Background: an optimization exercise with open tools, aiming at small area, a short achievable clock period and few clock cycles. Do not read the settings as production practice. Function was checked by simulation only, so behaviour that the tests miss may differ from the original. Power and IR drop assume default switching activity.

## flow/design.v (module list and top-level ports; edited modules follow where they fit)
// module neural: 3255 lines
// module classfier: 16 lines
// module nnctrl: 153 lines
module nnctrl ( reset, clk, input_signal, in, category,
                ram_addr, ram_we, ram_wdata, ram_rdata, rom_addr, rom_rdata,
                done, ready, score0, score1 ) ;
	input 		reset, clk ;
	input		input_signal ;
	input[31:0] in ;
	output 		category ;
	output[10:0]	ram_addr ;
	output		ram_we ;
	output[31:0]	ram_wdata ;
	input[31:0]	ram_rdata ;
	output[16:0]	rom_addr ;
	input[31:0]	rom_rdata ;
	output reg	done ;
	output reg	ready ;
	output[31:0]	score0, score1 ;
	localparam INIT = 2'd0, IN = 2'd1, COMP = 2'd2, FIN = 2'd3 ;
	reg [1:0]	state ;
	reg [1:0]	icnt ;
	reg		isig_d ;
	reg		we ;
	reg		f0_en, f0_bias ;	 
	reg [3:1]	f_en ;
	reg [5:1]	f_bias ;
	reg [10:0]	addr_ram ;
	reg [16:0]	addr_rom ;
	reg [6:0]	m ;			 
	reg [31:0]	xr, wr ;
	reg [62:0]	sr, cr ;
	reg [31:0]	acc, res ;
	assign ram_addr = addr_ram ;
	assign ram_we = we ;
	assign ram_wdata = res ;
	assign rom_addr = addr_rom ;
	assign score0 = res ;
	assign score1 = acc ;
	wire [62:0]	ts, tc ;
	neural aNeural ( .x(xr), .w(wr), .en(f_en[3]), .bias(f_bias[3]), .s(ts), .c(tc) ) ;
	wire [30:0]	lo_sum ;
	wire		lo_c ;
	assign { lo_c, lo_sum } = { 1'b0, sr[30:0] } + { 1'b0, cr[30:0] } ;
	wire		resolve = f_bias[5] ;
	wire		clr = ( resolve && state != FIN ) || done || state == INIT ;
	wire [31:0]	a0 = clr ? 32'd0 : acc ;
	wire [31:0]	hs = sr[62:31], hc = cr[62:31] ;
	wire [31:0]	x1 = a0 ^ hs ^ hc ;
	wire [31:0]	y1 = ( a0 & hs ) | ( a0 & hc ) | ( hs & hc ) ;
	wire [31:0]	acc_next = x1 + { y1[30:0], lo_c } ;
  // ...
==> flow/run.sh <==
#!/bin/bash
# synth_recipe.tcl (not shown) runs the flow's synth.tcl, then flattens the netlist and writes it again
# the make line also repeats each setting of config.mk as NAME=value (left out here)
make -C /OpenROAD-flow-scripts/flow DESIGN_CONFIG=/design/flow/config.mk WORK_HOME=/design/flow/orfs CLKGATE_MAP_FILE= SYNTH_SCRIPT=/design/flow/synth_recipe.tcl finish
==> flow/config.mk <==
export PLATFORM = sky130hd
export DESIGN_NAME = nnctrl
export DESIGN_NICKNAME = nnctrl
export VERILOG_FILES = /design/flow/design.v
export SDC_FILE = /design/flow/constraint.sdc
export NUM_CORES = 4
export LEC_CHECK = 0
export ABC_CLOCK_PERIOD_IN_PS = 3000
export CAP_MARGIN = 20
export CORE_MARGIN = 2
export CORE_UTILIZATION = 55
export SETUP_SLACK_MARGIN = 5
export SLEW_MARGIN = 20
==> flow/constraint.sdc <==
create_clock -name core_clock -period 11.0 [get_ports {clk}]
set_input_delay 2.2000 -clock core_clock [delete_from_list [all_inputs] [get_ports {clk}]]
set_output_delay 2.2000 -clock core_clock [all_outputs]
set_load 0.01 [all_outputs]
==> flow_summary.yaml, run 1 <==
critical_path:
  path_delay_family: "adder cells"
  end_kind: "register"
  crit_fanout: 82
synth:
  synth_top_family_by_area: "adder cells"
  synth_xor_area_share_pct: 14.54
  syn_inst: 3637
grt:
  grt_max_degree: 83
  use_met1_pct: 45.10
power_and_ir_drop:
  max-vdd-ir-drop_mv: 0.1587
  clockPowerShare_pct: 13.1
place:
  hpwl_um: 78410
timing:
  fin_skew_ns: 0.05120
  rsz0062_at_grt: "false"
final_layout:
  seq_cells: 307
  post-route-util_pct: 61.94
  clk_share_pct: 3.287
  nonClockInverterCount: 501
  largest_reg_flops: 63
clocking:
  cts.clk_slew.worst_paths_ns: 0.06
  ctsHoldBuffers: 0
outcome:
  outcome: "timing/DRC/antenna clean"
job:
  maxCapViolCount: 0
worst_hold_path:
  hp-class: "reg2reg"
drt:
  first_iter_violations: 3642
die:
  pin_count: 227
Testbench counts, summed over its fixed seeds: cycles 1,215,690.
==> inputs of run 2 (changes only) <==
==> flow/config.mk (replaced) <==
export PLATFORM = sky130hd
export DESIGN_NAME = nnctrl
export DESIGN_NICKNAME = nnctrl
export VERILOG_FILES = /design/flow/design.v
export SDC_FILE = /design/flow/constraint.sdc
export NUM_CORES = 4
export LEC_CHECK = 0
export CAP_MARGIN = 20
export CORE_MARGIN = 2
export CORE_UTILIZATION = 40
export SLEW_MARGIN = 20
==> flow_summary.yaml, run 2 <==
outcome:
  outcome: "timing/DRC/antenna clean"
synth:
  synth-simple-area-share_pct: 6.936
  synth_ff_type: "dfxtp_1"
  ys_seq_area_share_pct: 19.01
  ys_async_sr_fraction_pct: 6.189
  yosysMostFrequentCell: "xnor2_1"
  yosysWarnings: 2
  synth_edf_count: 32
  syn_area_mm2: 0.03451
  syn_inst: 3637
  yosys-top-cells-count: "xnor2_1, inv_1, fa_1, a22oi_1, clkbuf_1"
  yosys.area_share.adder_pct: 34.16
  synth_nets: 4392
  synth-seq-cells: 307
  synth-compound-area-share_pct: 15.15
  synth_top_family_by_area: "adder cells"
  syn_area_per_cell_um2: 9.488
  synth_area_leaders: "fa_1, dfxtp_1, xnor2_1"
  synthDominantCellAreaShare_pct: 27.67
  synth_cell_types: 67
  synthMuxAreaShare_pct: 0.3916
  synth_area_leader_cell: "fa_1"
  synth_xor_area_share_pct: 14.54
die:
  start_util_pct: 40.46
  coreArea_mm2: 0.08528
  dieHeight_um: 297.7
  pin_count: 227
  num_rows: 107
  die_area_mm2: 0.08863
  die_x_um: 297.7
clocking:
  cts.sinks: 307
  h-tree-depth: 2
  cts-buffers-inserted: 40
  cts_resized: 0
  clock_latency_ns: 0.60
  ctsHoldBuffers: 0
  cts.clk_slew.worst_paths_ns: 0.07
  tritoncts: "done"
  post_cts_buffers: 0
  cts-root-buf: "clkbuf_16"
  cts_buffer_depth: 3
final_layout:
  final_cells: 4790
  layout_common_cells: "xnor2_1, inv_1, fa_1, a22oi_1, dfxtp_1"
  largest_reg_flops: 63
  final_common_cell: "xnor2_1"
  drive_gt1_share_pct: 5.293
  fin_nets: 4370
  area_growth_pct: 12.23
  regMostFlops: "sr"
  top_regs: "sr (63), cr (62)"
  post-route-util_pct: 45.41
  n_antenna_cell: 0
timing:
  worstMarginPinSlew_ns: 1.090
  hold_violations: 0
  min_period_ns: 5.941
  slew_viol_final: 0
  post-route-period-util_pct: 54.00
  rsz0062_at_grt: "false"
  fin_skew_ns: 0.04245
  fin_setup_tns_ns: 0
  fin_hold_ws_ns: 0.3402
  setup_viol: 0
  max_slew_margin_pct: 26.78
  fmaxAchievable_mhz: 168.3
place:
  dp.cells: 4717
  gp_congestion: 0.8973
  place.port_buffers: 226
  hpwl_um: 76220
power_and_ir_drop:
  power_w: 0.009762
  p_comb_share_pct: 66.1
  power_per_cell_area_mw_per_mm2: 252.1
  clockPowerShare_pct: 14.3
  leakage_nw: 15.65
  intPower_w: 0.005262
  switching_share_pct: 46.10
  p_seq_share_pct: 19.6
  p_sw_w: 0.004501
  max-vdd-ir-drop_mv: 0.2087
drt:
  ant_nets: 0
  num_vias: 27010
  wirelength_um: 114200
  first_pass_iters: 6
  first_iter_violations: 2909
  vias_per_cell: 5.640
  drc: 0
  wl_per_cell_um: 23.85
grt:
  grt_max_degree: 95
  grt_pass1_vias: 27810
  antenna_found_initial: 1
  grt_pass1_wl_um: 174500
  grt-ovfl-total: 0
  grt_usage_pct: 25.65
critical_path:
  end_kind: "register"
  crit_path_frequent_cell: "fa_1"
  cp_data_arrival_time_ns: 6.41
  startpoint_type: "register"
  slowest_stage: "clkinv_1"
  path_cells: "buf_4 -> nand3b_1 -> buf_4 -> clkinv_1 -> xnor2_1 -> fa_1 -> inv_1 -> fa_1 -> inv_1 -> fa_1 -> inv_1 -> fa_1 -> inv_1 -> fa_1 -> inv_1 -> fa_1 -> inv_1 -> fa_1"
  critPathMaxStageDelay_ns: 0.91
  crit_required_ns: 11.47
  path_class: "reg2reg"
  crit_fanout: 94
worst_hold_path:
  hp-class: "reg2reg"
job:
  maxCapViolCount: 0
## run 2: cell counts after synthesis
Identical to the previous run, type by type.
## run 2: area by class of cell
| class | instances | area, um^2 |
|---|---|---|
| multi-input cells | 2463 | 24600 |
| inverters | 501 | 1881 |
| well taps | 1144 | 1431 |
| fillers | 8241 | 46550 |
| clock inverters | 20 | 295.3 |
| repair buffers | 302 | 2828 |
| flip-flops and latches | 307 | 6581 |
| clock buffers | 53 | 1110 |
## run 2: final timing paths
check | from | end | slack [ns] | cells after the start
max | f_en[3]$_DFF_PP0_ | cr[36]$_DFF_P_ | 5.06 | 18
min | f_bias[2]$_DFF_PP0_ | f_bias[3]$_DFF_PP0_ | 0.34 | 0
max reg2reg | f_en[3]$_DFF_PP0_ | cr[36]$_DFF_P_ | 5.06 | 18
min reg2reg | f_bias[2]$_DFF_PP0_ | f_bias[3]$_DFF_PP0_ | 0.34 | 0
max in group asynchronous | reset | f_en[3]$_DFF_PP0_ | 8.22 | 2
min in group asynchronous | reset | ready$_DFFE_PP0P_ | 2.12 | 2
## run 2: per-layer routing
metal / wire length [um] / GRT usage (%)
met5: 0 / 0
met3: 12690 / 6.592
met1: 46930 / 34.70
met2: 49500 / 38.99
met4: 5123 / 10.52
## run 2: cells by family after synthesis
| kind of cell | after synthesis |
|---|---|
| buffers and inverters | 867 |
| AND/OR/NAND/NOR | 470 |
| flip-flops | 307 |
| XOR/XNOR | 573 |
| multiplexers | 13 |
| adder cells (fa/ha/maj) | 656 |
| AO/OA/AOI/OAI | 751 |
## run 2: power groups by stage
stage	clock network (W)	logic (W)	registers, W
detailed placement	0	0.00647	0.00194
global placement	0	0.00635	0.00194
floorplan	0	0.00466	0.00183
CTS	0.00144	0.00653	0.00191
finish	0.00140	0.00645	0.00191
global route	0.00149	0.00750	0.00195
## run 2: worst max-delay path, delay by kind of cell (launching register included)
family,cells,cell delay (ns)
simple gates,1,0.21
xor+xnor,1,0.54
flops,1,0.39
fa+ha+maj,7,2.55
buf+inv,9,2.06
## run 2: metrics by stage
| stage | cell area [um^2] | worst slack (ns) |
|---|---|---|
| 6_report | 38730 | 5.059 |
| 5_1_grt | 38730 | 4.780 |
| 4_1_cts | 38730 | 5.177 |
| 3_5_place_dp | 37320 | 5.196 |
| 3_3_place_gp | 37320 | 5.196 |
| 2_1_floorplan | 34510 | 5.734 |

## what the ideal ports hide
The results above use ideal ports. As a check the final layouts listed here were re-extracted and re-timed, cells and wires unchanged.
Step 1: set_driving_cell puts a clkbuf_16 on clk and a buf_2 on each other input, an assumption about the parent block.
Step 2 moves the port delays by t, midway between the first and last clock arrival at a register: inputs arrive t later, outputs are due t later. That takes back most of the time a late clock gives input paths.
a / b / c = ideal / step 1 / step 2; a / b = the first two.
| run | t, ns | setup slack, ns | slew at the worst register clock pin (ns) | worst data-port slew with drivers (ns) |
|---|---|---|---|---|
| run 1 | 0.633 | 5.124 / 5.124 / 5.124 | 0.07 / 0.07 | 0.06 |
| run 2 | 0.647 | 5.059 / 5.059 / 5.059 | 0.07 / 0.07 | 0.07 |
After both steps every run listed still meets setup and hold.
